Context: an optimization exercise on an open-source flow, tuned for a short achievable clock period and few clock cycles. The choices shown serve that exercise and are no tape-out recipe. In this exercise RTL edits were held to simulation tests only and were not proved equivalent to the original. Power is estimated from default activity; no workload was simulated.

==> design/flow/design.v <==
package rv32_pkg;
  localparam logic [6:0] OP_LUI    = 7'b0110111;
  localparam logic [6:0] OP_AUIPC  = 7'b0010111;
  localparam logic [6:0] OP_JAL    = 7'b1101111;
  localparam logic [6:0] OP_JALR   = 7'b1100111;
  localparam logic [6:0] OP_BRANCH = 7'b1100011;
  localparam logic [6:0] OP_LOAD   = 7'b0000011;
  localparam logic [6:0] OP_STORE  = 7'b0100011;
  localparam logic [6:0] OP_IMM    = 7'b0010011;
  localparam logic [6:0] OP_REG    = 7'b0110011;
endpackage
module rv32_alu (
  input logic [31:0] sum_a, sum_b,      
  input logic [31:0] dif_a, dif_b,      
  input logic [31:0] oth_a, oth_b,      
  input logic [2:0] lg_sel,             
  input logic [1:0] cmp_sel,            
  input logic [1:0] sh_sel,             
  input logic sr_arith,
  input logic [4:0] shamt,
  output logic [31:0] y,
  output logic [31:0] sum_y
);
  logic [31:0] sum, diff, lg, sll_y, sr_y;
  logic lt, ltu, co_s, co_d;
  logic [32:0] sr_in;
  rv32_add u_sum (.a(sum_a), .b(sum_b), .ci(1'b0), .y(sum), .co(co_s));
  rv32_add u_diff (.a(dif_a), .b(~dif_b), .ci(1'b1), .y(diff), .co(co_d));
  rv32_ltu u_ltu (.a(oth_a), .b(oth_b), .ltu(ltu));
  assign lt = ltu ^ oth_a[31] ^ oth_b[31];
  assign lg = ({32{lg_sel[0]}} & (oth_a & oth_b))
            | ({32{lg_sel[1]}} & (oth_a | oth_b))
            | ({32{lg_sel[2]}} & (oth_a ^ oth_b));
  assign sll_y = oth_a << shamt;
  assign sr_in = {sr_arith & oth_a[31], oth_a};
  assign sr_y = 32'($signed(sr_in) >>> shamt);
  assign sum_y = sum;
  assign y = sum | diff | lg | ({32{sh_sel[0]}} & sll_y) | ({32{sh_sel[1]}} & sr_y)
           | {31'd0, (cmp_sel[0] & lt) | (cmp_sel[1] & ltu)};
endmodule
module rv32_branch_unit (
  input logic [5:0] csel,
  input logic [31:0] a,
  input logic [31:0] b,
  output logic hit
);
  logic eq, lt, ltu;
  assign eq = (a == b);
  rv32_ltu u_ltu (.a(a), .b(b), .ltu(ltu));
  assign lt = ltu ^ a[31] ^ b[31];
  assign hit = (csel[0] & eq) | (csel[1] & !eq) | (csel[2] & lt) | (csel[3] & !lt)
             | (csel[4] & ltu) | (csel[5] & !ltu);
endmodule
module rv32_add #(parameter int W = 32) (
  input logic [W-1:0] a,
  input logic [W-1:0] b,
  input logic ci,
  output logic [W-1:0] y,
  output logic co
);
  localparam int L = 5;    
  logic [W-1:0] g [0:L];
  logic [W-1:0] p [0:L];
  logic [W-1:0] x;
  always_comb begin
    x = a ^ b;
    g[0] = a & b;
    p[0] = x;
    g[0][0] = (a[0] & b[0]) | (x[0] & ci);
    for (int k = 0; k < L; k++) begin
      for (int i = 0; i < W; i++) begin
        if (i >= (1 << k)) begin
          g[k+1][i] = g[k][i] | (p[k][i] & g[k][i - (1 << k)]);
          p[k+1][i] = p[k][i] & p[k][i - (1 << k)];
        end else begin
          g[k+1][i] = g[k][i];
          p[k+1][i] = p[k][i];
        end
      end
    end
    y[0] = x[0] ^ ci;
    for (int i = 1; i < W; i++) y[i] = x[i] ^ g[L][i-1];
    co = g[L][W-1];
  end
endmodule
module rv32_ltu #(parameter int W = 32) (
  input logic [W-1:0] a,
  input logic [W-1:0] b,
  output logic ltu
);
  localparam int L = 5;    
  logic [W-1:0] g [0:L];
  logic [W-1:0] p [0:L];
  always_comb begin
    g[0] = a & ~b;
    p[0] = a | ~b;
    for (int k = 0; k < L; k++) begin
      for (int i = 0; i < W; i++) begin
        if (i >= (1 << k)) begin
          g[k+1][i] = g[k][i] | (p[k][i] & g[k][i - (1 << k)]);
          p[k+1][i] = p[k][i] & p[k][i - (1 << k)];
        end else begin
          g[k+1][i] = g[k][i];
          p[k+1][i] = p[k][i];
        end
      end
    end
    ltu = !(g[L][W-1] | p[L][W-1]);
  end
endmodule
module rv32_regfile (
  input logic clk,
  input logic [31:1] rsel1,
  input logic [31:1] rsel2,
  output logic [31:0] rdata1,
  output logic [31:0] rdata2,
  input logic we,
  input logic [4:0] waddr,
  input logic [31:0] wdata
);
  logic [31:0] regs [1:31];
  always_ff @(posedge clk) begin
    if (we && (waddr != 5'd0)) regs[waddr] <= wdata;
  end
  always_comb begin
    rdata1 = 32'd0;
    rdata2 = 32'd0;
    for (int i = 1; i < 32; i++) begin
      rdata1 = rdata1 | ({32{rsel1[i]}} & regs[i]);
      rdata2 = rdata2 | ({32{rsel2[i]}} & regs[i]);
    end
  end
endmodule
module rv32_core (
  input logic clk,
  input logic rst_n,
  output logic [31:0] imem_addr,
  input logic [31:0] imem_rdata,
  output logic dmem_valid,
  output logic dmem_we,
  output logic [31:0] dmem_addr,
  output logic [31:0] dmem_wdata,
  output logic [3:0] dmem_wstrb,
  input logic dmem_ready,
  input logic [31:0] dmem_rdata,
  output logic mmio_we,
  output logic [31:0] mmio_addr,
  output logic [31:0] mmio_wdata,
  input logic [31:0] mmio_rdata
);
  localparam int BHT_N = 64;
  logic stall_mem;    
  logic stall_id;     
  logic redirect;     
  logic [31:0] redirect_pc;
  logic id_flip;      
  logic [31:0] id_target;
  logic [31:0] pc_q, pc_a, pc_b, pc_b_d, if_pc4;
  logic pc_sel;
  logic [31:0] fi;
  logic f_is_jal, f_is_br, f_pred, f_bpred;
  logic [1:0] bht [0:BHT_N-1];
  logic [1:0] f_ctr;
  assign pc_q = ({32{pc_sel}} & pc_a) | ({32{!pc_sel}} & pc_b);
  assign imem_addr = pc_q;
  assign fi = imem_rdata;
  logic [31:0] imm_fj, imm_fb;
  logic [31:0] pa4, pb4, pa_tj, pb_tj, pa_tb, pb_tb;
  logic [1:0] ctr_a, ctr_b;
  assign imm_fj = {{12{fi[31]}}, fi[19:12], fi[20], fi[30:21], 1'b0};
  assign imm_fb = {{20{fi[31]}}, fi[7], fi[30:25], fi[11:8], 1'b0};
  assign pa4 = pc_a + 32'd4;
  assign pb4 = pc_b + 32'd4;
  assign pa_tj = pc_a + imm_fj;
  assign pb_tj = pc_b + imm_fj;
  assign pa_tb = pc_a + imm_fb;
  assign pb_tb = pc_b + imm_fb;
  assign ctr_a = bht[pc_a[7:2]];
  assign ctr_b = bht[pc_b[7:2]];
  assign if_pc4 = ({32{pc_sel}} & pa4) | ({32{!pc_sel}} & pb4);
  assign f_ctr = ({2{pc_sel}} & ctr_a) | ({2{!pc_sel}} & ctr_b);
  assign f_is_jal = (fi[6:0] == rv32_pkg::OP_JAL);
  assign f_is_br = (fi[6:0] == rv32_pkg::OP_BRANCH);
  assign f_bpred = fi[31];
  assign f_pred = f_is_jal | (f_is_br & f_bpred);
  logic s_hold, s_aj, s_bj, s_ab, s_bb, s_a4, s_b4;
  assign s_hold = stall_id;
  logic s_go;
  assign s_go = !stall_id && !id_flip;
  assign s_aj = s_go && f_pred && pc_sel && fi[3];
  assign s_bj = s_go && f_pred && !pc_sel && fi[3];
  assign s_ab = s_go && f_pred && pc_sel && !fi[3];
  assign s_bb = s_go && f_pred && !pc_sel && !fi[3];
  assign s_a4 = s_go && !f_pred && pc_sel;
  assign s_b4 = s_go && !f_pred && !pc_sel;
  assign pc_b_d = ({32{s_hold && pc_sel}} & pc_a) | ({32{s_hold && !pc_sel}} & pc_b)
                | ({32{id_flip}} & id_target)
                | ({32{s_aj}} & pa_tj) | ({32{s_bj}} & pb_tj)
                | ({32{s_ab}} & pa_tb) | ({32{s_bb}} & pb_tb)
                | ({32{s_a4}} & pa4) | ({32{s_b4}} & pb4);
  logic ifid_valid;
  logic [31:0] ifid_pc, ifid_pc4, ifid_instr;
  logic ifid_pred;
  logic [1:0] ifid_ctr;      
  logic [31:1] ifid_rs1oh, ifid_rs2oh;    
  logic [31:0] di;
  logic [6:0] d_op;
  logic [2:0] d_f3;
  logic [4:0] d_rs1, d_rs2, d_rd;
  logic d_lui, d_auipc, d_jal, d_jalr, d_br, d_ld, d_st, d_opi, d_opr;
  logic d_use1, d_use2, d_regw, d_srcimm, d_arith;
  logic [31:0] d_imm_i, d_imm_s, d_imm_b, d_imm_u, d_imm;
  logic [31:0] d_pcimm, d_alt;
  logic [31:0] rf_r1, rf_r2, d_v1, d_v2;
  assign di = ifid_instr;
  assign d_op = di[6:0];
  assign d_f3 = di[14:12];
  assign d_rs1 = di[19:15];
  assign d_rs2 = di[24:20];
  assign d_rd = di[11:7];
  assign d_lui = (d_op == rv32_pkg::OP_LUI);
  assign d_auipc = (d_op == rv32_pkg::OP_AUIPC);
  assign d_jal = (d_op == rv32_pkg::OP_JAL);
  assign d_jalr = (d_op == rv32_pkg::OP_JALR);
  assign d_br = (d_op == rv32_pkg::OP_BRANCH);
  assign d_ld = (d_op == rv32_pkg::OP_LOAD);
  assign d_st = (d_op == rv32_pkg::OP_STORE);
  assign d_opi = (d_op == rv32_pkg::OP_IMM);
  assign d_opr = (d_op == rv32_pkg::OP_REG);
  assign d_use1 = d_jalr | d_br | d_ld | d_st | d_opi | d_opr;
  assign d_use2 = d_br | d_st | d_opr;
  assign d_regw = (d_lui | d_auipc | d_jal | d_jalr | d_ld | d_opi | d_opr) && (d_rd != 5'd0);
  assign d_srcimm = !(d_opr | d_br);
  assign d_arith = di[30];
  logic d_alu, u_add, u_sub, u_lg, u_cmp, u_sll, u_sr;
  logic [2:0] d_lgsel;
  logic [1:0] d_cmpsel;
  assign d_alu = d_opr | d_opi;
  assign u_sub = d_opr & (d_f3 == 3'b000) & di[30];
  assign u_add = (d_alu & (d_f3 == 3'b000) & !u_sub) | d_lui | d_auipc | d_ld | d_st | d_jal | d_jalr;
  assign u_lg = d_alu & (d_f3[2:1] == 2'b11 || d_f3 == 3'b100);
  assign u_cmp = d_alu & (d_f3[2:1] == 2'b01);
  assign u_sll = d_alu & (d_f3 == 3'b001);
  assign u_sr = d_alu & (d_f3 == 3'b101);
  assign d_lgsel = {d_f3 == 3'b100, d_f3 == 3'b110, d_f3 == 3'b111};
  assign d_cmpsel = {d_f3[0], !d_f3[0]};
  assign d_imm_i = {{20{di[31]}}, di[31:20]};
  assign d_imm_s = {{20{di[31]}}, di[31:25], di[11:7]};
  assign d_imm_b = {{20{di[31]}}, di[7], di[30:25], di[11:8], 1'b0};
  assign d_imm_u = {di[31:12], 12'd0};
  assign d_pcimm = ifid_pc + d_imm_b;
  logic d_pred;
  assign d_pred = !d_br ? ifid_pred : (ifid_ctr == 2'b11) ? 1'b1 : (ifid_ctr == 2'b00) ? 1'b0 : ifid_pred;
  assign id_flip = ifid_valid && d_br && (d_pred != ifid_pred) && !stall_id;
  assign id_target = d_pred ? d_pcimm : ifid_pc4;
  assign d_alt = d_pred ? ifid_pc4 : d_pcimm;
  always_comb begin
    if (d_st) d_imm = d_imm_s;
    else if (d_lui || d_auipc) d_imm = d_imm_u;
    else d_imm = d_imm_i;
  end
  logic exmem_wr, exmem_ld, exmem_st, exmem_sign;
  logic [1:0] exmem_size;
  logic [4:0] exmem_rd;
  logic [31:0] exmem_res, exmem_sdata;
  logic [31:0] exmem_fwd;
  logic memwb_wr;
  logic [4:0] memwb_rd;
  logic [31:0] memwb_res;
  logic [31:0] memwb_rfd;    
  logic [31:0] exmem_addr;   
  rv32_regfile u_rf (
    .clk(clk),
    .rsel1(ifid_rs1oh), .rsel2(ifid_rs2oh),
    .rdata1(rf_r1), .rdata2(rf_r2),
    .we(memwb_wr), .waddr(memwb_rd), .wdata(memwb_rfd)
  );
  assign d_v1 = d_auipc ? ifid_pc : !d_use1 ? 32'd0 : (memwb_wr && memwb_rd == d_rs1) ? memwb_rfd : rf_r1;
  assign d_v2 = (memwb_wr && memwb_rd == d_rs2) ? memwb_rfd : rf_r2;
  logic idex_kill;    
  logic idex_wr, idex_ld, idex_st, idex_br, idex_jalr;
  logic idex_pred, idex_arith, idex_sign;
  logic [1:0] idex_size;
  logic [4:0] idex_rd;
  logic [5:0] idex_bidx;
  logic [31:0] idex_v1, idex_v2, idex_imm, idex_alt;
  logic [2:0] idex_sa_sum, idex_sb_sum, idex_sa_dif, idex_sb_dif, idex_sa_oth, idex_sb_oth;
  logic [2:0] idex_ss;
  logic [1:0] idex_shsel;
  logic [2:0] idex_lgsel;
  logic [1:0] idex_cmpsel;
  logic [2:0] idex_sa_br, idex_sb_br;
  logic [5:0] idex_csel;    
  logic [31:0] idex_bv;
  assign stall_id = ifid_valid && idex_ld && idex_wr &&
                    ((d_use1 && idex_rd == d_rs1) || (d_use2 && idex_rd == d_rs2));
  logic d_go;
  assign d_go = ifid_valid && !stall_id;
  logic d_fa_m, d_fa_w, d_fb_m, d_fb_w;
  assign d_fa_m = d_use1 && idex_wr && idex_rd == d_rs1;
  assign d_fa_w = d_use1 && !d_fa_m && exmem_wr && exmem_rd == d_rs1;
  assign d_fb_m = idex_wr && idex_rd == d_rs2;
  assign d_fb_w = !d_fb_m && exmem_wr && exmem_rd == d_rs2;
  logic [2:0] d_sa, d_sb;    
  assign d_sa = {d_fa_w, d_fa_m, !d_fa_m && !d_fa_w};
  assign d_sb = {d_fb_w, d_fb_m, !d_fb_m && !d_fb_w};
  logic [2:0] d_sbi;         
  assign d_sbi = {!d_srcimm && d_fb_w, !d_srcimm && d_fb_m, d_srcimm || d_sb[0]};
  logic [31:0] ex_rs2, ex_y, ex_sum, ex_sdata;
  logic ex_taken;
  function automatic logic [31:0] pick(input logic [2:0] sel, input logic [31:0] v,
                                       input logic [31:0] m, input logic [31:0] w);
    pick = ({32{sel[0]}} & v) | ({32{sel[1]}} & m) | ({32{sel[2]}} & w);
  endfunction
  logic [4:0] ex_shamt;
  assign ex_shamt = ({5{idex_ss[0]}} & idex_bv[4:0])
                  | ({5{idex_ss[1]}} & exmem_fwd[4:0])
                  | ({5{idex_ss[2]}} & memwb_rfd[4:0]);
  logic [31:0] ex_sum_a, ex_sum_b;
  assign ex_sum_a = pick(idex_sa_sum, idex_v1, exmem_res, memwb_res);
  assign ex_sum_b = pick(idex_sb_sum, idex_bv, exmem_res, memwb_res);
  rv32_alu u_alu (
    .sum_a(ex_sum_a), .sum_b(ex_sum_b),
    .dif_a(pick(idex_sa_dif, idex_v1, exmem_res, memwb_res)),
    .dif_b(pick(idex_sb_dif, idex_bv, exmem_res, memwb_res)),
    .oth_a(pick(idex_sa_oth, idex_v1, exmem_fwd, memwb_rfd)),
    .oth_b(pick(idex_sb_oth, idex_bv, exmem_fwd, memwb_rfd)),
    .lg_sel(idex_lgsel),
    .cmp_sel(idex_cmpsel),
    .sh_sel(idex_shsel),
    .sr_arith(idex_arith), .shamt(ex_shamt), .y(ex_y), .sum_y(ex_sum)
  );
  logic [31:0] ex_ra, ex_jtarget;
  logic ex_hit;
  assign ex_ra = pick(idex_sa_br, idex_v1, exmem_fwd, memwb_rfd);
  assign ex_rs2 = pick(idex_sb_br, idex_v2, exmem_fwd, memwb_rfd);
  rv32_branch_unit u_bru (.csel(idex_csel), .a(ex_ra), .b(ex_rs2), .hit(ex_hit));
  assign ex_jtarget = ex_ra + idex_imm;
  assign ex_taken = ex_hit ^ idex_pred;
  assign redirect = !idex_kill && (idex_jalr || (idex_br && ex_hit));
  assign redirect_pc = idex_jalr ? {ex_jtarget[31:1], 1'b0} : idex_alt;
  always_comb begin
    unique case (idex_size)
      2'd0: ex_sdata = {4{ex_rs2[7:0]}};
      2'd1: ex_sdata = {2{ex_rs2[15:0]}};
      default: ex_sdata = ex_rs2;
    endcase
  end
  logic mem_mmio;
  logic [31:0] mem_raw, mem_sh, mem_load, mem_res;
  assign mem_mmio = (exmem_addr[31:28] == 4'hF);
  assign dmem_valid = (exmem_ld || exmem_st) && !mem_mmio;
  assign dmem_we = exmem_st && !mem_mmio;
  assign dmem_addr = exmem_addr;
  assign dmem_wdata = exmem_sdata;
  always_comb begin
    unique case (exmem_size)
      2'd0: dmem_wstrb = 4'b0001 << exmem_addr[1:0];
      2'd1: dmem_wstrb = exmem_addr[1] ? 4'b1100 : 4'b0011;
      default: dmem_wstrb = 4'b1111;
    endcase
  end
  assign mmio_we = exmem_st && mem_mmio;
  assign mmio_addr = exmem_addr;
  assign mmio_wdata = exmem_sdata;
  assign stall_mem = dmem_valid && !dmem_ready;
  always_comb begin
    mem_raw = mem_mmio ? mmio_rdata : dmem_rdata;
    mem_sh = mem_raw >> {exmem_addr[1:0], 3'b000};
    unique case (exmem_size)
      2'd0: mem_load = {{24{exmem_sign & mem_sh[7]}}, mem_sh[7:0]};
      2'd1: mem_load = {{16{exmem_sign & mem_sh[15]}}, mem_sh[15:0]};
      default: mem_load = mem_sh;
    endcase
    mem_res = exmem_ld ? mem_load : exmem_fwd;
  end
  always_ff @(posedge clk) begin
    if (!rst_n) begin
      pc_b <= 32'd0;
      pc_sel <= 1'b0;
      ifid_valid <= 1'b0;
      idex_kill <= 1'b0;
      idex_wr <= 1'b0;
      idex_ld <= 1'b0;
      idex_st <= 1'b0;
      idex_br <= 1'b0;
      idex_jalr <= 1'b0;
      exmem_wr <= 1'b0;
      exmem_ld <= 1'b0;
      exmem_st <= 1'b0;
      memwb_wr <= 1'b0;
    end else if (!stall_mem) begin
      pc_b <= pc_b_d;
      pc_sel <= redirect;
      if (redirect || id_flip) ifid_valid <= 1'b0;
      else if (!stall_id) ifid_valid <= 1'b1;
      idex_kill <= redirect;
      idex_wr <= d_go && d_regw;
      idex_ld <= d_go && d_ld;
      idex_st <= d_go && d_st;
      idex_br <= d_go && d_br;
      idex_jalr <= d_go && d_jalr;
      exmem_wr <= idex_wr && !idex_kill;
      exmem_ld <= idex_ld && !idex_kill;
      exmem_st <= idex_st && !idex_kill;
      memwb_wr <= exmem_wr;
    end
  end
  always_ff @(posedge clk) begin
    if (!stall_mem) begin
      if (!stall_id) begin
        ifid_pc <= pc_q;
        ifid_pc4 <= if_pc4;
        ifid_instr <= fi;
        for (int i = 1; i < 32; i++) begin
          ifid_rs1oh[i] <= (fi[19:15] == 5'(i));
          ifid_rs2oh[i] <= (fi[24:20] == 5'(i));
        end
        ifid_pred <= f_pred;
        ifid_ctr <= f_ctr;
      end
      pc_a <= redirect_pc;
      idex_pred <= d_pred;
      idex_arith <= d_arith;
      idex_sign <= !d_f3[2];
      idex_size <= d_f3[1:0];
      idex_rd <= d_rd;
      idex_bidx <= ifid_pc[7:2];
      idex_v1 <= d_v1;
      idex_v2 <= d_v2;
      idex_imm <= d_imm_i;
      idex_alt <= d_alt;
      idex_sa_br <= d_sa & {3{d_br || d_jalr}};
      idex_sb_br <= d_sb & {3{d_br || d_st}};
      idex_csel <= '0;
      unique case ({d_f3[2:1], d_f3[0] ^ d_pred})
        3'b000: idex_csel[0] <= 1'b1;
        3'b001: idex_csel[1] <= 1'b1;
        3'b100: idex_csel[2] <= 1'b1;
        3'b101: idex_csel[3] <= 1'b1;
        3'b110: idex_csel[4] <= 1'b1;
        3'b111: idex_csel[5] <= 1'b1;
        default: ;
      endcase
      idex_bv <= (d_jal || d_jalr) ? ifid_pc4 : d_srcimm ? d_imm : d_v2;
      idex_sa_sum <= d_sa & {3{u_add && !d_jalr}};
      idex_sb_sum <= d_sbi & {3{u_add}};
      idex_sa_dif <= d_sa & {3{u_sub}};
      idex_sb_dif <= d_sbi & {3{u_sub}};
      idex_sa_oth <= d_sa & {3{u_lg || u_cmp || u_sll || u_sr}};
      idex_sb_oth <= d_sbi & {3{u_lg || u_cmp}};
      idex_shsel <= {u_sr, u_sll};
      idex_ss <= d_sbi & {3{u_sll || u_sr}};
      idex_lgsel <= d_lgsel & {3{u_lg}};
      idex_cmpsel <= d_cmpsel & {2{u_cmp}};
      exmem_rd <= idex_rd;
      exmem_addr <= ex_sum;
      exmem_sdata <= ex_sdata;
      exmem_size <= idex_size;
      exmem_sign <= idex_sign;
      memwb_rd <= exmem_rd;
      memwb_res <= mem_res;
      memwb_rfd <= exmem_wr ? mem_res : 32'd0;
    end
  end
  always_ff @(posedge clk) begin
    exmem_res <= ex_y;
    exmem_fwd <= (idex_wr && !idex_kill) ? ex_y : 32'd0;
  end
  logic [BHT_N-1:0] bu_we;
  logic [1:0] bu_inc, bu_dec, ex_ctr;
  logic bu_taken;
  assign ex_ctr = bht[idex_bidx];
  always_ff @(posedge clk) begin
    for (int i = 0; i < BHT_N; i++) begin
      if (!rst_n) bu_we[i] <= 1'b0;
      else bu_we[i] <= !stall_mem && idex_br && !idex_kill && (idex_bidx == 6'(i));
    end
    bu_taken <= ex_taken;
    bu_inc <= (ex_ctr == 2'b11) ? 2'b11 : ex_ctr + 2'd1;
    bu_dec <= (ex_ctr == 2'b00) ? 2'b00 : ex_ctr - 2'd1;
  end
  always_ff @(posedge clk) begin
    for (int i = 0; i < BHT_N; i++) begin
      if (!rst_n) bht[i] <= 2'b01;
      else if (bu_we[i]) bht[i] <= bu_taken ? bu_inc : bu_dec;
    end
  end
endmodule
==> design/flow/run.sh <==
#!/bin/bash
# synth_recipe.tcl (not shown) runs the flow's synth.tcl, then flattens the netlist and writes it again
# the make line also repeats each setting of config.mk as NAME=value (left out here)
make -C /OpenROAD-flow-scripts/flow DESIGN_CONFIG=/design/flow/config.mk WORK_HOME=/design/flow/orfs CLKGATE_MAP_FILE= SYNTH_SCRIPT=/design/flow/synth_recipe.tcl finish
==> design/flow/config.mk <==
export PLATFORM = sky130hd
export DESIGN_NAME = rv32_core
export DESIGN_NICKNAME = rv32_core
export VERILOG_FILES = /design/flow/design.v
export SDC_FILE = /design/flow/constraint.sdc
export NUM_CORES = 4
export LEC_CHECK = 0
export CAP_MARGIN = 20
export CORE_MARGIN = 2
export CORE_UTILIZATION = 35
export PLACE_DENSITY = 0.5
export SETUP_SLACK_MARGIN = 4.0
export SLEW_MARGIN = 20
export TNS_END_PERCENT = 100
==> design/flow/constraint.sdc <==
create_clock -name core_clock -period 8.0 [get_ports {clk}]
set_input_delay 1.6000 -clock core_clock [delete_from_list [all_inputs] [get_ports {clk}]]
set_output_delay 1.6000 -clock core_clock [all_outputs]
set_load 0.01 [all_outputs]
==> out/qor.csv, run 1 <==
metric,value,unit
status,timing/DRC/antenna clean,
cts.sinks,1823,
num_vias,92380,
synth_flop_cell,edfxtp_1,
fmax,238,MHz
grt_antenna_before_repair,30,
clk-insertion-delay-late,0.94,ns
cts_buffers,210,
numPortBuffers,265,
arrival,4.84,ns
die-area,0.288,mm2
drive_above_1_share,0.138,
area_growth,18.8,%
die_h,537,um
finalCritPeriodShare,0.526,
drt_iter0_drc,19147,
period_needed,4.21,ns
rsz0062_at_grt,true,
worstMarginPinSlew,1.26,ns
fin_tns_setup,0,ns
place_hpwl,334000,um
crit_fanout,3,
synth_edf_count,1519,
drt_first_pass_iters,13,
critPathLaunch,idex_v1[0],
synthTopCellsByCount,"1519 x edfxtp_1, 711 x nor2_1, 599 x nand2_1",
fin_cells,13438,
slew_viol_final,0,
grt_pass1_vias,84876,
hold_buffers,0,
io_pins,266,
setup_viol,0,
async_flop_share,0,
yosysMostFrequentCell,edfxtp_1,
initial_core_util,0.352,
drtAntennaViolNets,0,
synth_area,0.0995,mm2
startpoint_type,register,
yosysTopAreaCell,edfxtp_1,
hp-start,idex_sign,
avgSynthCellArea,10.9,um2
grt-ovfl-total,0,
die_w,537,um
nets,10024,
report.final.hold_viol_count,0,
route.detailed.wl_per_inst,38.8,um
grt_max_degree,170,
grt_pass1_wl,699000,um
relSlewSlack,0.151,
hold_class,reg -> reg,
drc_errors,0,
fillers,26794,
multi_input_area,0.0455,mm2
synth_cell_types,97,
cts-root-buf,clkbuf_16,
groute.usage.overall,0.345,
p_leak,44.1,nW
ys_seq_area_frac,0.520,
ir_drop,0.188,mV
fin_worst_skew,0.104,ns
cts_tree,yes,
gp_congestion,0.999,
fin_util,0.418,
synth_fp_nets,9642,
place_inst,12823,
crit_type,reg -> reg,
synth_cells,9125,
powerDensity,196,mW/mm2
yosys-top-cells-area,"edfxtp_1 46%, dfxtp_1 6.1%, ha_1 5.2%",
maxCapViolCount,0,
cts_buffer_depth,4,
reg2reg_from,idex_v1[0],
rows,195,
clk_pin_slew,0.06,ns
ys_seq_elements,1823,
ys_warn_count,9,
viasPerCell,6.87,
seq_area,0.0517,mm2
core,0.283,mm2
synth_top_area_frac,0.459,
totalWireLength,522000,um
cp-end-kind,register,
crit_required,8.63,ns
htreeDepth,4,
==> worst max-delay path, stage by stage (launching register included) <==
cell	delay (ns)
edfxtp_1	0.49
buf_4	0.22
a222oi_1	0.55
buf_4	0.28
nor2b_4	0.05
fa_2	0.36
a21o_1	0.19
a21oi_2	0.15
o21ai_2	0.08
a41o_1	0.23
o221a_4	0.30
o21a_1	0.21
nand3b_1	0.17
a31oi_1	0.20
xnor2_1	0.12
mux2_4	0.28
==> cell families after synthesis <==
group                    Yosys count  share of synthesized area
AO/OA/AOI/OAI                   3067                      0.227
AND/OR/NAND/NOR                 2251                      0.105
adder cells (fa/ha/maj)          418                     0.0532
flip-flops                      1823                      0.520
multiplexers                     284                     0.0301
XOR/XNOR                         268                     0.0236
buffers and inverters           1014                     0.0414
==> registers in the layout, indices dropped and copies added, names as in the netlist, 32 cells and up <==
register	count
exmem_fwd	32
exmem_res	32
memwb_res	32
ifid_instr	32
exmem_sdata	32
bu_we	64
exmem_addr	32
idex_v2	32
memwb_rfd	32
bht	128
idex_v1	32
idex_bv	32
pc_a	32
u_rf.regs	992
idex_alt	32
pc_b	32
ifid_pc	32
==> layout by cell type (no fill, tap or decap), drive strengths merged, types with 71 or more instances in the layout <==
master	synthesis	routed
a22oi	461	461
nand4	198	198
inv	336	345
a222oi	338	338
a31oi	71	71
mux2	110	110
a22o	312	312
xnor2	155	155
mux2i	173	173
o21ai	425	425
dfxtp	304	304
ha	410	410
clkbuf	519	262
a21o	85	85
xor2	113	113
and2	88	88
edfxtp	1519	1519
a21oi	514	514
buf	157	567
a211oi	136	136
nor3	169	169
clkdlybuf4s50	0	205
clkinv	2	80
nor2	711	711
nand3	213	213
nand2	599	599
a221oi	326	326
==> path summary, 6_finish.rpt <==
| path | to | slack, ns | depth (start not counted) |
|---|---|---|---|
| worst min-delay path | exmem_sign | 0.43 | 0 |
| worst min register to register | exmem_sign | 0.43 | 0 |
| worst max-delay path | pc_a[30] | 3.79 | 15 |
| worst max register to register | pc_a[30] | 3.79 | 15 |
==> metal layers <==
layer,share of wire,wire [um],up-vias,GRT usage
met4,0.064,33200,20,0.175
li1,-,-,36899,-
met1,0.39,203000,45732,0.474
met3,0.14,72300,1673,0.0986
met2,0.41,213000,8056,0.494
met5,0.00030,157,-,0.00132
==> report_power, final <==
part           switching [mW]  internal (mW)
clock network            4.23           5.95
registers               0.230           10.3
logic                    1.67          0.779
==> final cells by class <==
type,count,share of cell area
antenna,14,0.000296
clock buffer,257,0.0478
clock inverter,129,0.0124
inverter,338,0.0109
multi-input combinational,6289,0.385
sequential,1823,0.438
tap,3743,0.0396
timing repair buffer,845,0.0665
==> through the flow <==
stage          setup WS (ns)  total power, mW  hold WS, ns  area (um2)
2_1_floorplan           3.10             11.9        0.400       99700
3_3_place_gp            2.06             13.0        0.420      107000
3_5_place_dp            2.04             13.0        0.406      107000
4_1_cts                 3.90             23.1        0.441      117000
5_1_grt                 3.79             23.7        0.466      118000
6_report                3.79             23.2        0.433      118000
==> what timing repair did <==
| action | in CTS | in global routing |
|---|---|---|
| gates resized for setup | 253 | 178 |
| setup endpoints to repair | 168 | 97 |
| setup buffers | 118 | 75 |
| cloned | 18 | 3 |
| pin swaps | 88 | 94 |
Testbench counts, summed over its fixed seeds: cycles 178,277.
==> run 2: changes to the inputs <==
--- a/design/flow/design.v
+++ b/design/flow/design.v
@@ -183,18 +183,16 @@
   assign f_is_br = (fi[6:0] == rv32_pkg::OP_BRANCH);
   assign f_bpred = fi[31];
   assign f_pred = f_is_jal | (f_is_br & f_bpred);
-  logic s_hold, s_aj, s_bj, s_ab, s_bb, s_a4, s_b4;
-  assign s_hold = stall_id;
+  logic s_aj, s_bj, s_ab, s_bb, s_a4, s_b4;
   logic s_go;
-  assign s_go = !stall_id && !id_flip;
+  assign s_go = !id_flip;
   assign s_aj = s_go && f_pred && pc_sel && fi[3];
   assign s_bj = s_go && f_pred && !pc_sel && fi[3];
   assign s_ab = s_go && f_pred && pc_sel && !fi[3];
   assign s_bb = s_go && f_pred && !pc_sel && !fi[3];
   assign s_a4 = s_go && !f_pred && pc_sel;
   assign s_b4 = s_go && !f_pred && !pc_sel;
-  assign pc_b_d = ({32{s_hold && pc_sel}} & pc_a) | ({32{s_hold && !pc_sel}} & pc_b)
-                | ({32{id_flip}} & id_target)
+  assign pc_b_d = ({32{id_flip}} & id_target)
                 | ({32{s_aj}} & pa_tj) | ({32{s_bj}} & pb_tj)
                 | ({32{s_ab}} & pa_tb) | ({32{s_bb}} & pb_tb)
                 | ({32{s_a4}} & pa4) | ({32{s_b4}} & pb4);
@@ -390,11 +388,13 @@
       exmem_st <= 1'b0;
       memwb_wr <= 1'b0;
     end else if (!stall_mem) begin
-      pc_b <= pc_b_d;
-      pc_sel <= redirect;
+      if (!stall_id) begin
+        pc_b <= pc_b_d;
+        pc_sel <= redirect;
+      end
       if (redirect || id_flip) ifid_valid <= 1'b0;
       else if (!stall_id) ifid_valid <= 1'b1;
-      idex_kill <= redirect;
+      idex_kill <= redirect && ifid_valid;
       idex_wr <= d_go && d_regw;
       idex_ld <= d_go && d_ld;
       idex_st <= d_go && d_st;
@@ -419,7 +419,7 @@
         ifid_pred <= f_pred;
         ifid_ctr <= f_ctr;
       end
-      pc_a <= redirect_pc;
+      if (!stall_id) pc_a <= redirect_pc;
       idex_pred <= d_pred;
       idex_arith <= d_arith;
       idex_sign <= !d_f3[2];
==> run 2 against run 1 <==
Net effect:
- clock skew decreased by 0.0072 ns
- register-to-register slack better by 0.08 ns
- sequential cell count rose by 1
- wire length increased by 0.17%
- hold slack worse by 0.013 ns
- non-clock buffer count down 40
==> out/qor.csv, run 2 <==
metric,value,unit,change
grt_antenna_before_repair,24,,-20%
drt_first_pass_iters,17,,+4
viasPerCell,6.80,,-1.1%
placed_cell_area,0.107,mm2,-0.27%
num_vias,91142,,-1.3%
drive_above_1_share,0.133,,-0.00502
cpMaxStageDelayCell,a222oi_1,,
numPortBuffers,265,,unchanged
fmax,242,MHz,+1.9%
ys_seq_area_frac,0.520,,+0.000738
die-area,0.288,mm2,-0.10%
grt_pass1_wl,702000,um,+0.49%
grt_max_degree,163,,-4.1%
largest_register_ffs,992,,unchanged
synth_cell_types,101,,+4.1%
finalCritPeriodShare,0.516,,-0.0100
fin_worst_skew,0.0973,ns,-0.00716 ns
place_inst,12821,,-0.016%
regMostFlops,u_rf.regs,,
maxCapViolCount,0,,unchanged
gp_congestion,0.992,,-0.63%
powerDensity,196,mW/mm2,-0.17%
relSlewSlack,0.0616,,-0.0894
final_common_cell,edfxtp_1,,
synth_edf_count,1519,,unchanged
fin_cells,13404,,-0.25%
synth_top_area_frac,0.459,,+0.000473
route.detailed.wl_per_inst,39.0,um,+0.42%
yosys-top-cells-area,"edfxtp_1 46%, dfxtp_1 6.1%, ha_1 5.2%",,
async_flop_share,0,,unchanged
largest_registers,"u_rf.regs x992, bht x128, bu_we x64",,
crit_fanout,32,,+29
clk_pin_slew,0.06,ns,about the same
htreeDepth,4,,unchanged
cts_buffers,206,,-1.9%
die_h,537,um,about the same
area_growth,18.2,%,
die_w,537,um,about the same
synth_flop_cell,edfxtp_1,,
totalWireLength,522000,um,+0.17%
ys_seq_elements,1824,,+0.055%
hold_class,reg -> reg,,
io_pins,266,,unchanged
arrival,4.94,ns,+0.10 ns
avgSynthCellArea,10.9,um2,-0.13%
cp-end-kind,register,,
initial_core_util,0.352,,about the same
rows,195,,unchanged
slowest_delay,0.66,ns,+0.11 ns
drc_errors,0,,unchanged
p_leak,44.0,nW,-0.30%
grt-ovfl-total,0,,unchanged
ys_warn_count,9,,unchanged
drt_iter0_drc,18684,,-2.4%
crit_required,8.82,ns,+0.19 ns
cts_tree,yes,,
fin_util,0.416,,-0.00200
yosysMostFrequentCell,edfxtp_1,,
ir_drop,0.206,mV,+9.7%
place_hpwl,337000,um,+0.80%
core,0.282,mm2,about the same
crit_type,reg -> reg,,
stdcell_area,0.118,mm2,-0.56%
cts-root-buf,clkbuf_16,,
period_needed,4.13,ns,-0.0801 ns
synthTopCellsByCount,"1519 x edfxtp_1, 720 x nor2_1, 609 x nand2_1",,
report.final.hold_viol_count,0,,unchanged
grt_pass1_vias,84772,,-0.12%
rsz0062_at_grt,true,,
final_cell_mix,"1519 x edfxtp_1, 675 x nor2_1, 605 x nand2_1",,
cts_buffer_depth,4,,unchanged
path_buf_inv,1,,-1
setup_viol,0,,unchanged
slew_viol_final,0,,unchanged
hold_buffers,0,,unchanged
worstMarginPinSlew,1.41,ns,+0.144 ns
synth_cells,9127,,+0.022%
nets,9997,,-0.27%
yosysTopAreaCell,edfxtp_1,,
status,timing/DRC/antenna clean,,
synth_fp_nets,9644,,+0.021%
cts.sinks,1824,,+0.055%
groute.usage.overall,0.348,,+0.00239
clk-insertion-delay-late,0.92,ns,-0.02 ns
whs,0.420,ns,-0.0130 ns
fin_tns_setup,0,ns,unchanged
drtAntennaViolNets,0,,unchanged
path_delay_family,compound AO/OA/AOI/OAI gates,,
startpoint_type,register,,
crit_chain,buf_4 -> a222oi_1 -> ha_4 -> a2111o_1 -> o211a_1 -> o2111ai_2 -> a31o_4 -> nor3_4 -> o31ai_4 -> mux2i_1 -> or4b_4 -> and2_1,,
synth_area,0.0994,mm2,-0.10%
## run 2: cell types whose count changed in the layout (fill, tap and decap cells not counted), moves of 13 or more
cell | previous run | this run
a22o_1 | 312 | 325
dlymetal6s2s_1 | 8 | 28
buf_4 | 510 | 482
a21oi_1 | 497 | 462
mux2_2 | 100 | 74
and2_1 | 82 | 104
or3_1 | 20 | 33
o21ai_0 | 390 | 372
dlygate4sd2_1 | 42 | 20
a221oi_1 | 317 | 334
a22oi_1 | 460 | 476
## run 2: per-layer routing
| layer | vias to the layer above | GRT usage | part of all wire |
|---|---|---|---|
| met5 | - | 0 | 0.00058 |
| met3 | 1578 | 0.105 | 0.14 |
| met4 | 28 | 0.174 | 0.062 |
| met2 | 7499 | 0.499 | 0.41 |
| met1 | 45211 | 0.472 | 0.39 |
| li1 | 36826 | - | - |
## run 2: report_power, final
| group | total [mW] | internal (mW) | switching, mW |
|---|---|---|---|
| clock network | 10.1 | 5.84 | 4.22 |
| registers | 10.6 | 10.3 | 0.216 |
| logic | 2.41 | 0.770 | 1.64 |
## run 2: logic make-up after synthesis
family	count (synthesis)	share of synthesized area
AOI/OAI and AO/OA	3061	0.228
and+or+nand+nor	2316	0.109
DFF	1824	0.520
buffers and inverters	1002	0.0413
adders and majority gates	418	0.0532
xor gates and xnor gates	263	0.0232
muxes	243	0.0256
## run 2: final cells by class
cell class	count	area, um2
multi-input cells	6301	45300
well taps	3743	4680
repair inverters	1	5.00
inverters	341	1310
flip-flops and latches	1824	51700
clock buffers	249	5490
clock inverters	127	1530
diodes	13	32.5
repair buffers	805	7370
fillers	26686	165000
## run 2: timing repair
item                       4_1_cts  5_1_grt
gates cloned                    10        2
buffers inserted               108       72
gates resized for setup        216      223
setup endpoints to repair      194      110
pin swaps                       76      117
## run 2: worst paths after layout
path | endpoint | slack [ns] | cells after the start | from
setup reg to reg | exmem_fwd[31] | 3.87 | 12 | idex_sb_dif[1]
hold reg to reg | exmem_sign | 0.42 | 0 | idex_sign
hold / removal | exmem_sign | 0.42 | 0 | idex_sign
setup / recovery | exmem_fwd[31] | 3.87 | 12 | idex_sb_dif[1]
## run 2: per-stage QoR
| stage | power, mW | setup slack [ns] |
|---|---|---|
| CTS | 22.9 | 3.88 |
| global route | 23.5 | 3.76 |
| detailed placement | 12.9 | 2.36 |
| global placement | 12.9 | 2.44 |
| floorplan | 11.8 | 0.138 |
| finish | 23.0 | 3.87 |
## run 2: worst reg2reg max path, cell delays in order, from the launching register on
cell       delay [ns]
edfxtp_1         0.35
buf_4            0.28
a222oi_1         0.67
ha_4             0.32
a2111o_1         0.43
o211a_1          0.28
o2111ai_2        0.25
a31o_4           0.24
nor3_4           0.06
o31ai_4          0.32
mux2i_1          0.13
or4b_4           0.56
and2_1           0.15
Testbench counts of run 2, summed over its fixed seeds: cycles 178,277.
==> run 3: changes to the inputs <==
--- a/design/flow/design.v
+++ b/design/flow/design.v
@@ -281,6 +281,7 @@
   logic [1:0] idex_size;
   logic [4:0] idex_rd;
   logic [5:0] idex_bidx;
+  logic [1:0] idex_ctr;
   logic [31:0] idex_v1, idex_v2, idex_imm, idex_alt;
   logic [2:0] idex_sa_sum, idex_sb_sum, idex_sa_dif, idex_sb_dif, idex_sa_oth, idex_sb_oth;
   logic [2:0] idex_ss;
@@ -426,6 +427,7 @@
       idex_size <= d_f3[1:0];
       idex_rd <= d_rd;
       idex_bidx <= ifid_pc[7:2];
+      idex_ctr <= ifid_ctr;
       idex_v1 <= d_v1;
       idex_v2 <= d_v2;
       idex_imm <= d_imm_i;
@@ -470,7 +472,7 @@
   logic [BHT_N-1:0] bu_we;
   logic [1:0] bu_inc, bu_dec, ex_ctr;
   logic bu_taken;
-  assign ex_ctr = bht[idex_bidx];
+  assign ex_ctr = idex_ctr;    
   always_ff @(posedge clk) begin
     for (int i = 0; i < BHT_N; i++) begin
       if (!rst_n) bu_we[i] <= 1'b0;
==> run 3 against run 2 <==
Net effect:
- clock skew shrank 0.028 ns
- wire length fell by 4.1%
- global-route usage down 1.5 points
- sequential power hardly changed
- die area down 0.73%
- critical endpoint is now idex_bv[26]
==> out/qor.csv, run 3 <==
metric,value,unit,change
status,timing/DRC/antenna clean,,
avgSynthCellArea,11.0,um2,+0.91%
final_common_cell,edfxtp_1,,
cts.sinks,1826,,+0.11%
drc_errors,0,,unchanged
r2r_end,idex_bv[26],,
setup_viol,0,,unchanged
ys_seq_area_frac,0.525,,+0.00446
relSlewSlack,0.171,,+0.109
hp-start,idex_sign,,
ys_seq_elements,1826,,+0.11%
p_leak,44.6,nW,+1.4%
fin_worst_skew,0.0696,ns,-0.0277 ns
drive_above_1_share,0.135,,+0.00213
final_cell_mix,"1521 x edfxtp_1, 692 x nand2_1, 566 x nor2_1",,
grt_pass1_vias,82070,,-3.2%
grt_pass1_wl,671000,um,-4.4%
largest_registers,"u_rf.regs x992, bht x128, bu_we x64",,
synthTopCellsByCount,"1521 x edfxtp_1, 700 x nand2_1, 600 x nor2_1",,
htreeDepth,4,,unchanged
die_w,535,um,-0.37%
synth_top_area_frac,0.463,,+0.00401
fmax,235,MHz,-3.1%
total_power,23.1,mW,+0.20%
startpoint_type,register,,
area_growth,18.9,%,
synth_cells,8978,,-1.6%
synth_fp_nets,9495,,-1.5%
viasPerCell,6.73,,-1.0%
synth_edf_count,1521,,+0.13%
synth_cell_types,89,,-12%
io_pins,266,,unchanged
die_h,535,um,-0.37%
whs,0.424,ns,+0.00368 ns
cts_buffers,208,,+0.97%
drt_iter0_drc,17891,,-4.2%
maxCapViolCount,0,,unchanged
hold_class,reg -> reg,,
grt_max_degree,142,,-13%
ys_warn_count,9,,unchanged
cp-end-kind,register,,
grt-ovfl-total,0,,unchanged
r2r_setup_slack,3.74,ns,-0.13 ns
finalCritPeriodShare,0.532,,+0.0163
synth_flop_cell,edfxtp_1,,
async_flop_share,0,,unchanged
busiest_layer,met2,,
ir_drop,0.196,mV,-4.7%
reg2reg_from,ifid_rs2oh[31],,
seq_area,0.0518,mm2,+0.11%
drtAntennaViolNets,0,,unchanged
num_vias,89164,,-2.2%
totalWireLength,501000,um,-4.1%
largest_register_ffs,992,,unchanged
worstMarginPinSlew,1.24,ns,-0.164 ns
groute.usage.overall,0.333,,-0.0150
rsz0062_at_grt,true,,
yosysMostFrequentCell,edfxtp_1,,
period_needed,4.26,ns,+0.130 ns
grt_util_met3,0.0940,,-0.0111
fillers,26275,,-1.5%
cts_tree,yes,,
crit_required,8.58,ns,-0.24 ns
worstHoldEndpoint,exmem_sign,,
powerDensity,197,mW/mm2,+0.36%
place_hpwl,320000,um,-5.1%
route.detailed.wl_per_inst,37.8,um,-3.0%
drt_first_pass_iters,15,,-2
core,0.280,mm2,-0.86%
use_met1,0.454,,-0.0181
synth_area,0.0986,mm2,-0.74%
min_path_cells,0,,unchanged
die-area,0.286,mm2,-0.73%
rows,194,,-0.51%
grtUsageMet2,0.480,,-0.0194
numPortBuffers,265,,unchanged
cts-root-buf,clkbuf_16,,
grt_antenna_before_repair,15,,-38%
nets,9864,,-1.3%
gp_congestion,0.975,,-1.7%
crit_fanout,24,,-25%
fin_tns_setup,0,ns,unchanged
arrival,4.83,ns,-0.11 ns
hold_buffers,0,,unchanged
cts_buffer_depth,4,,unchanged
slew_viol_final,0,,unchanged
clk-insertion-delay-late,0.93,ns,about the same
ff2ff_path_depth,8,,-4
yosysTopAreaCell,edfxtp_1,,
yosys-top-cells-area,"edfxtp_1 46%, dfxtp_1 6.2%, ha_1 5.2%",,
fin_util,0.419,,+0.00292
crit_type,reg -> reg,,
multi_input_area,0.0447,mm2,-1.5%
report.final.hold_viol_count,0,,unchanged
regMostFlops,u_rf.regs,,
clk_pin_slew,0.06,ns,about the same
initial_core_util,0.352,,+0.000431
## run 3: changes by cell type in the layout (fill, tap and decap cells not counted), sizes merged, moves of 14 or more
cell    delta
mux2      +22
o31ai     -14
a22o      -17
a22oi     -33
nor2     -121
a221oi    -15
a211oi    -78
inv       +21
nand2     +91
nor3      -21
mux2i     -18
clkinv    -14
a21oi     -37
o211a     +67
## run 3: cell families after synthesis
| family | count (synthesis) | synth area share |
|---|---|---|
| AO/OA/AOI/OAI | 2945 | 0.223 |
| XOR/XNOR | 272 | 0.0242 |
| adder cells (fa/ha/maj) | 418 | 0.0536 |
| buffers and inverters | 1017 | 0.0414 |
| flip-flops | 1826 | 0.525 |
| multiplexers | 247 | 0.0264 |
| AND/OR/NAND/NOR | 2253 | 0.107 |
## run 3: timing repair
item                       4_1_cts  5_1_grt
pin swaps                       91       97
resized for setup              249      186
buffers inserted               132       76
gates cloned                    10        7
setup endpoints to repair      290      209
## run 3: area by class of cell
type | instances | area share
multi-input combinational | 6136 | 0.381
timing repair buffer | 817 | 0.0654
clock inverter | 126 | 0.0141
antenna | 11 | 0.000235
clock buffer | 248 | 0.0467
inverter | 358 | 0.0116
sequential | 1826 | 0.441
tap | 3724 | 0.0397
## run 3: report_power, final
part           internal, mW  switching, mW  total, mW
logic                 0.723           1.51       2.24
registers              10.4          0.236       10.6
clock network          6.02           4.22       10.2
total                  17.1           5.97       23.1
## run 3: worst max path at each step
stage                        start             to  slack (ns)  cells after the start
floorplan               dmem_ready      bu_we[15]        0.59                      7
global placement    imem_rdata[21]       pc_b[27]        2.40                     13
detailed placement  imem_rdata[21]       pc_b[27]        2.38                     13
CTS                  memwb_rfd[10]   exmem_fwd[0]        3.89                     13
global route        idex_sb_dif[1]  exmem_fwd[27]        3.86                     13
finish              ifid_rs2oh[31]    idex_bv[26]        3.74                      8
## run 3: worst max-delay path: stages, from the launching register on
cell and delay (ns):
edfxtp_1 0.79, buf_4 0.55, a22o_1 0.30, a221oi_1 0.22
nand3_1 0.15, nor3_1 0.50, a21oi_1 0.32, a221oi_1 0.80
nor2_1 0.28
## run 3: stage by stage
stage,worst slack [ns],cells,cell area (um2)
after floorplan,0.592,8978,98900
after global placement,2.40,12633,106000
after detailed placement,2.38,12636,106000
after CTS,3.89,13152,116000
after global routing,3.86,13236,117000
final,3.74,13246,117000
## run 3: metal layers
layer | routed length (um) | up-vias
met5 | 299 | -
met4 | 30400 | 14
met3 | 68400 | 1460
met2 | 208000 | 7484
met1 | 194000 | 44113
li1 | - | 36093
Testbench counts of run 3, summed over its fixed seeds: cycles 178,277.

## static timing again, ports no longer ideal
The results above use ideal ports. As a check the final layouts listed here were re-extracted and re-timed, cells and wires unchanged. Step 1: set_driving_cell puts a clkbuf_16 on clk and a buf_2 on each other input, an assumption about the parent block. Step 2 moves the port delays by t, midway between the first and last clock arrival at a register: inputs arrive t later, outputs are due t later. That takes back most of the time a late clock gives input paths. a / b / c = ideal / step 1 / step 2; a / b = the first two.
| run | t (ns) | setup slack, ns | hold WS [ns] | clock arrival spread, ns | worst slew at a driven data input, ns |
|---|---|---|---|---|---|
| run 1 | 0.988 | 3.794 / 3.794 / 3.126 | 0.433 / 0.433 / 0.433 | 0.129 / 0.128 | 0.07 |
| run 2 | 0.987 | 3.874 / 3.874 / 3.121 | 0.420 / 0.420 / 0.420 | 0.128 / 0.128 | 0.08 |
| run 3 | 0.999 | 3.744 / 3.744 / 3.147 | 0.424 / 0.424 / 0.424 | 0.096 / 0.096 | 0.06 |
After both steps setup and hold are still met in every run listed. For run 2, which loses most, drivers alone change the setup slack by 0.000 ns; drivers and shift together by -0.753 ns.
